What follows belongs to an exercise in optimizing a design on an open flow for small area and a short achievable clock period; a production flow would make more cautious choices. At most, simulation tests tie the RTL to the original design; equivalence was not proved.

==> inputs of job 8972 <==
Design lab2_pipe, start of the top module:
module lab2_pipe (
    input clk,
    input rst,
    input start,
    input [31:0] x,
    output reg rdy,
    output [31:0] y
);
Settings: LEC_CHECK=0, CAP_MARGIN=20, CORE_MARGIN=2, CORE_UTILIZATION=40, CTS_CLUSTER_DIAMETER=80, CTS_CLUSTER_SIZE=22, PLACE_DENSITY=0.6, SLEW_MARGIN=75, SYNTH_HIERARCHICAL=1; clock period 15.0 ns.
standard.sh (not shown) runs the stock make flow with config.mk's settings and CLKGATE_MAP_FILE= SYNTH_SCRIPT=/design/flow/synth_recipe.tcl, a recipe that flattens the netlist after the stock synthesis.
==> flow/flow/run.sh <==
#!/bin/bash
set -euo pipefail
export BUFFER_PORTS_ARGS="-buffer_cell sky130_fd_sc_hd__buf_2"
bash standard.sh > standard_flow.log 2>&1
==> inputs of job 113, as changes to job 8972 <==
--- a/flow/design.v
+++ b/flow/design.v
@@ -729,12 +729,14 @@
 wire i489 = ~s296;
 wire i490 = ~c297;
 wire i491 = ~s310;
 wire i492 = ~c311;
 wire i493 = ~s326;
-wire [20:0] x2_lo = ~({1'b1, i493, i492, s309, i490, i489, i488, c279, i486, i485, i484, s265, i482, s259, i480, p60, p3, p2, p1, 1'b1, i478} + {1'b1, c318, s318, i491, s303, c290, s290, i487, s279, c270, s270, i483, s263, i481, s258, i479, p32, p31, 1'b1, 1'b1, 1'b1} + 1'b1);
-wire [11:0] x2_hi = {r2_x2h[22], r2_x2h[20], r2_x2h[18], r2_x2h[16], ~r2_x2h[14], r2_x2h[12], r2_x2h[10], r2_x2h[8], ~r2_x2h[6], r2_x2h[4], r2_x2h[2], r2_x2h[0]} + {~r2_x2h[23], ~r2_x2h[21], ~r2_x2h[19], ~r2_x2h[17], r2_x2h[15], ~r2_x2h[13], ~r2_x2h[11], ~r2_x2h[9], r2_x2h[7], ~r2_x2h[5], ~r2_x2h[3], ~r2_x2h[1]} + {r2_x2l[19]};
+wire [21:0] x2_lo_c = {{1'b1, i493, i492, s309, i490, i489, i488, c279, i486, i485, i484, s265, i482, s259, i480, p60, p3, p2, p1, 1'b1, i478}, 1'b1} + {{1'b1, c318, s318, i491, s303, c290, s290, i487, s279, c270, s270, i483, s263, i481, s258, i479, p32, p31, 1'b1, 1'b1, 1'b1}, 1'b1};
+wire [20:0] x2_lo = ~x2_lo_c[21:1];
+wire [12:0] x2_hi_c = {{r2_x2h[22], r2_x2h[20], r2_x2h[18], r2_x2h[16], ~r2_x2h[14], r2_x2h[12], r2_x2h[10], r2_x2h[8], ~r2_x2h[6], r2_x2h[4], r2_x2h[2], r2_x2h[0]}, 1'b1} + {{~r2_x2h[23], ~r2_x2h[21], ~r2_x2h[19], ~r2_x2h[17], r2_x2h[15], ~r2_x2h[13], ~r2_x2h[11], ~r2_x2h[9], r2_x2h[7], ~r2_x2h[5], ~r2_x2h[3], ~r2_x2h[1]}, {r2_x2l[19]}};
+wire [11:0] x2_hi = x2_hi_c[12:1];
 wire p494 = ~(r2_x2l[2] & r2_x2l[1]);
 wire p495 = ~(r2_x2l[2] & ~r2_x2l[1]);
 wire p496 = ~(r2_x2l[3] & ~r2_x2l[2]);
 wire p497 = ~(r2_x2l[3] & r2_x2l[2]);
 wire p498 = ~(r2_x2l[4] & ~r2_x2l[3]);
@@ -1323,11 +1325,12 @@
 wire i909 = ~s746;
 wire i910 = ~c747;
 wire i911 = ~s758;
 wire i912 = ~c759;
 wire i913 = ~s772;
-wire [20:0] x4_lo = ~({1'b1, s771, i912, i911, i910, c741, i908, i907, i906, s727, i904, s721, i902, p549, p494, p522, r2_x2l[1], p520, 1'b1, 1'b1, i900} + {1'b1, i913, s765, c752, s752, i909, s741, c732, s732, i905, s725, i903, s720, i901, p523, 1'b1, p521, 1'b1, 1'b1, 1'b1, 1'b1} + 1'b1);
+wire [21:0] x4_lo_c = {{1'b1, s771, i912, i911, i910, c741, i908, i907, i906, s727, i904, s721, i902, p549, p494, p522, r2_x2l[1], p520, 1'b1, 1'b1, i900}, 1'b1} + {{1'b1, i913, s765, c752, s752, i909, s741, c732, s732, i905, s725, i903, s720, i901, p523, 1'b1, p521, 1'b1, 1'b1, 1'b1, 1'b1}, 1'b1};
+wire [20:0] x4_lo = ~x4_lo_c[21:1];
 wire s914, c914;
 lab2_fa u914 (.a(r3_x4h[12]), .b(r3_x4h[13]), .c(r3_x4h[14]), .s(s914), .co(c914));
 wire s915 = r3_x4h[16] ^ r3_x4h[17];
 wire c916;
 lab2_nor u916 (.a(r3_x4h[16]), .b(r3_x4h[17]), .y(c916));
@@ -1344,11 +1347,12 @@
 lab2_fa u922 (.a(r3_x4h[28]), .b(c918), .c(s921), .s(s922), .co(c922));
 wire s923;
 lab2_x2 u923 (.a(r3_x4h[29]), .b(r3_x4h[30]), .y(s923));
 wire s924;
 lab2_x2 u924 (.a(s923), .b(c921), .y(s924));
-wire [11:0] x4_hi = {s924, c920, ~s918, c916, s915, r3_x4h[15], ~r3_x4h[10], r3_x4h[8], r3_x4h[6], r3_x4h[4], r3_x4h[2], r3_x4h[0]} + {~c922, ~s922, s919, ~s917, ~c914, ~s914, r3_x4h[11], ~r3_x4h[9], ~r3_x4h[7], ~r3_x4h[5], ~r3_x4h[3], ~r3_x4h[1]} + {r3_x4l[17]};
+wire [12:0] x4_hi_c = {{s924, c920, ~s918, c916, s915, r3_x4h[15], ~r3_x4h[10], r3_x4h[8], r3_x4h[6], r3_x4h[4], r3_x4h[2], r3_x4h[0]}, 1'b1} + {{~c922, ~s922, s919, ~s917, ~c914, ~s914, r3_x4h[11], ~r3_x4h[9], ~r3_x4h[7], ~r3_x4h[5], ~r3_x4h[3], ~r3_x4h[1]}, {r3_x4l[17]}};
+wire [11:0] x4_hi = x4_hi_c[12:1];
 wire p925 = ~(r3_x4l[0] & r3_x[0]);
 wire p926 = ~(r3_x4l[0] & r3_x[1]);
 wire p927 = ~(r3_x4l[0] & r3_x[2]);
 wire p928 = ~(r3_x4l[0] & r3_x[3]);
 wire p929 = ~(r3_x4l[0] & r3_x[4]);
@@ -2719,11 +2723,12 @@
 wire i1861 = ~s1824;
 wire i1862 = ~c1825;
 wire i1863 = ~s1830;
 wire i1864 = ~s1837;
 wire i1865 = ~c1831;
-wire [31:0] y_s = ~({i1864, i1862, i1860, s1817, i1858, i1856, i1854, i1852, s1794, s1790, i1851, s1784, i1850, s1777, i1848, i1846, i1844, i1842, r4_cs[25], i1840, r4_cs[21], r4_cs[19], r4_cs[17], r4_cs[15], r4_cs[13], r4_cs[11], r4_cs[9], r4_cs[7], r4_cs[5], i1838, r4_cs[2], r4_cs[0]} + {i1865, i1863, i1861, s1818, i1859, i1857, i1855, i1853, s1795, c1788, s1788, c1782, s1782, s1778, i1849, i1847, i1845, i1843, r4_cs[26], i1841, r4_cs[22], r4_cs[20], r4_cs[18], r4_cs[16], r4_cs[14], r4_cs[12], r4_cs[10], i1839, r4_cs[6], r4_cs[4], 1'b1, r4_cs[1]} + 1'b1);
+wire [32:0] y_s_c = {{i1864, i1862, i1860, s1817, i1858, i1856, i1854, i1852, s1794, s1790, i1851, s1784, i1850, s1777, i1848, i1846, i1844, i1842, r4_cs[25], i1840, r4_cs[21], r4_cs[19], r4_cs[17], r4_cs[15], r4_cs[13], r4_cs[11], r4_cs[9], r4_cs[7], r4_cs[5], i1838, r4_cs[2], r4_cs[0]}, 1'b1} + {{i1865, i1863, i1861, s1818, i1859, i1857, i1855, i1853, s1795, c1788, s1788, c1782, s1782, s1778, i1849, i1847, i1845, i1843, r4_cs[26], i1841, r4_cs[22], r4_cs[20], r4_cs[18], r4_cs[16], r4_cs[14], r4_cs[12], r4_cs[10], i1839, r4_cs[6], r4_cs[4], 1'b1, r4_cs[1]}, 1'b1};
+wire [31:0] y_s = ~y_s_c[32:1];
 always @(posedge clk) begin
     r1_x <= {x[31], x[30], x[29], x[28], x[27], x[26], x[25], x[24], x[23], x[22], x[21], x[20], x[19], x[18], x[17], x[16], x[15], x[14], x[13], x[12], x[11], x[10], x[9], x[8], x[7], x[6], x[5], x[4], x[3], x[2], x[1], x[0]};
     r2_x <= {r1_x[31], r1_x[30], r1_x[29], r1_x[28], r1_x[27], r1_x[26], r1_x[25], r1_x[24], r1_x[23], r1_x[22], r1_x[21], r1_x[20], r1_x[19], r1_x[18], r1_x[17], r1_x[16], r1_x[15], r1_x[14], r1_x[13], r1_x[12], r1_x[11], r1_x[10], r1_x[9], r1_x[8], r1_x[7], r1_x[6], r1_x[5], r1_x[4], r1_x[3], r1_x[2], r1_x[1], r1_x[0]};
     r2_x2l <= {x2_lo[20], x2_lo[19], x2_lo[18], x2_lo[17], x2_lo[16], x2_lo[15], x2_lo[14], x2_lo[13], x2_lo[12], x2_lo[11], x2_lo[10], x2_lo[9], x2_lo[8], x2_lo[7], x2_lo[6], x2_lo[5], x2_lo[4], x2_lo[3], p1, r1_x[0]};
     r2_x2h <= {c450, s477, s450, c437, c423, s436, s423, c411, s410, c398, s398, c387, c375, s386, s375, c365, s364, c354, s354, c345, c335, s344, s335, c327};
CTS_CLUSTER_DIAMETER = 50   (was 80)
CTS_CLUSTER_SIZE = 40   (was 22)
==> comparison table <==
                                                                              job 113                 job 8972
Status                                                        complete, no violations  complete, no violations
Final weighted congestion in routability-driven placement                      0.8396                   0.8552
Start point of the worst min-delay path                              r2_x[17]$_DFF_P_          r2_x[8]$_DFF_P_
Total non-filler cell area in the finished layout                         0.03400 mm²              0.03374 mm²
Post-detailed-placement half-perimeter wirelength                           55,490 µm                57,960 µm
Arrival time at the worst endpoint                                            4.62 ns                  1.11 ns
Layout cells sized above 1                                                     10.48%                   9.076%
Metal3 WL                                                                     5428 µm                  4994 µm
Worst Setup Slack, final                                                     10.90 ns                 10.89 ns
Worst endpoint required time                                                 15.53 ns                 12.00 ns
WHS Endpoint                                                         r3_x[17]$_DFF_P_          r3_x[8]$_DFF_P_
Net count reported at finish                                                    3,748                    3,785
Maximum number of pins on one net before global-route repair                       36                       35
Final standard cell utilization of the core                                    44.92%                   44.35%
Adder-cell share of the synthesized area                                       47.39%                   46.95%
Post-Syn Instances                                                              2,946                    3,016
Global-route met3 utilization                                                  3.753%                   2.801%
Fraction of standard cell area that is sequential                              21.02%                   21.20%
Die Wd                                                                       279.9 µm                 281.3 µm
Only the layout flow was run in job 113; the RTL was not checked for function there.

==> port drivers added, routing unchanged <==
In the flow no input, the clock included, has a driving cell. The finished layouts below were timed again as built, in two steps.
Step 1: set_driving_cell puts a clkbuf_16 on clk and a buf_2 on each other input, an assumption about the parent block.
Step 2 also shifts input and output timing later by t, the mid clock arrival at the registers, as if the neighbouring blocks saw the same clock.
Slacks: ideal / step 1 / step 2; pairs: ideal / step 1.
| run | shift t [ns] | setup slack, ns | worst setup path after step 2 | slew at the worst register clock pin (ns) | cell pins on the clock port's net |
|---|---|---|---|---|---|
| job 8972 | 0.659 | 10.894 / 10.831 / 10.981 | input to register | 0.09 / 0.09 | 1 |
| job 113 | 0.653 | 10.904 / 10.872 / 10.853 | input to register | 0.07 / 0.07 | 1 |
After both steps setup and hold are still met in every run listed. The setup slack of job 113, which loses most, moves by -0.032 ns with the drivers and by -0.051 ns with both steps.
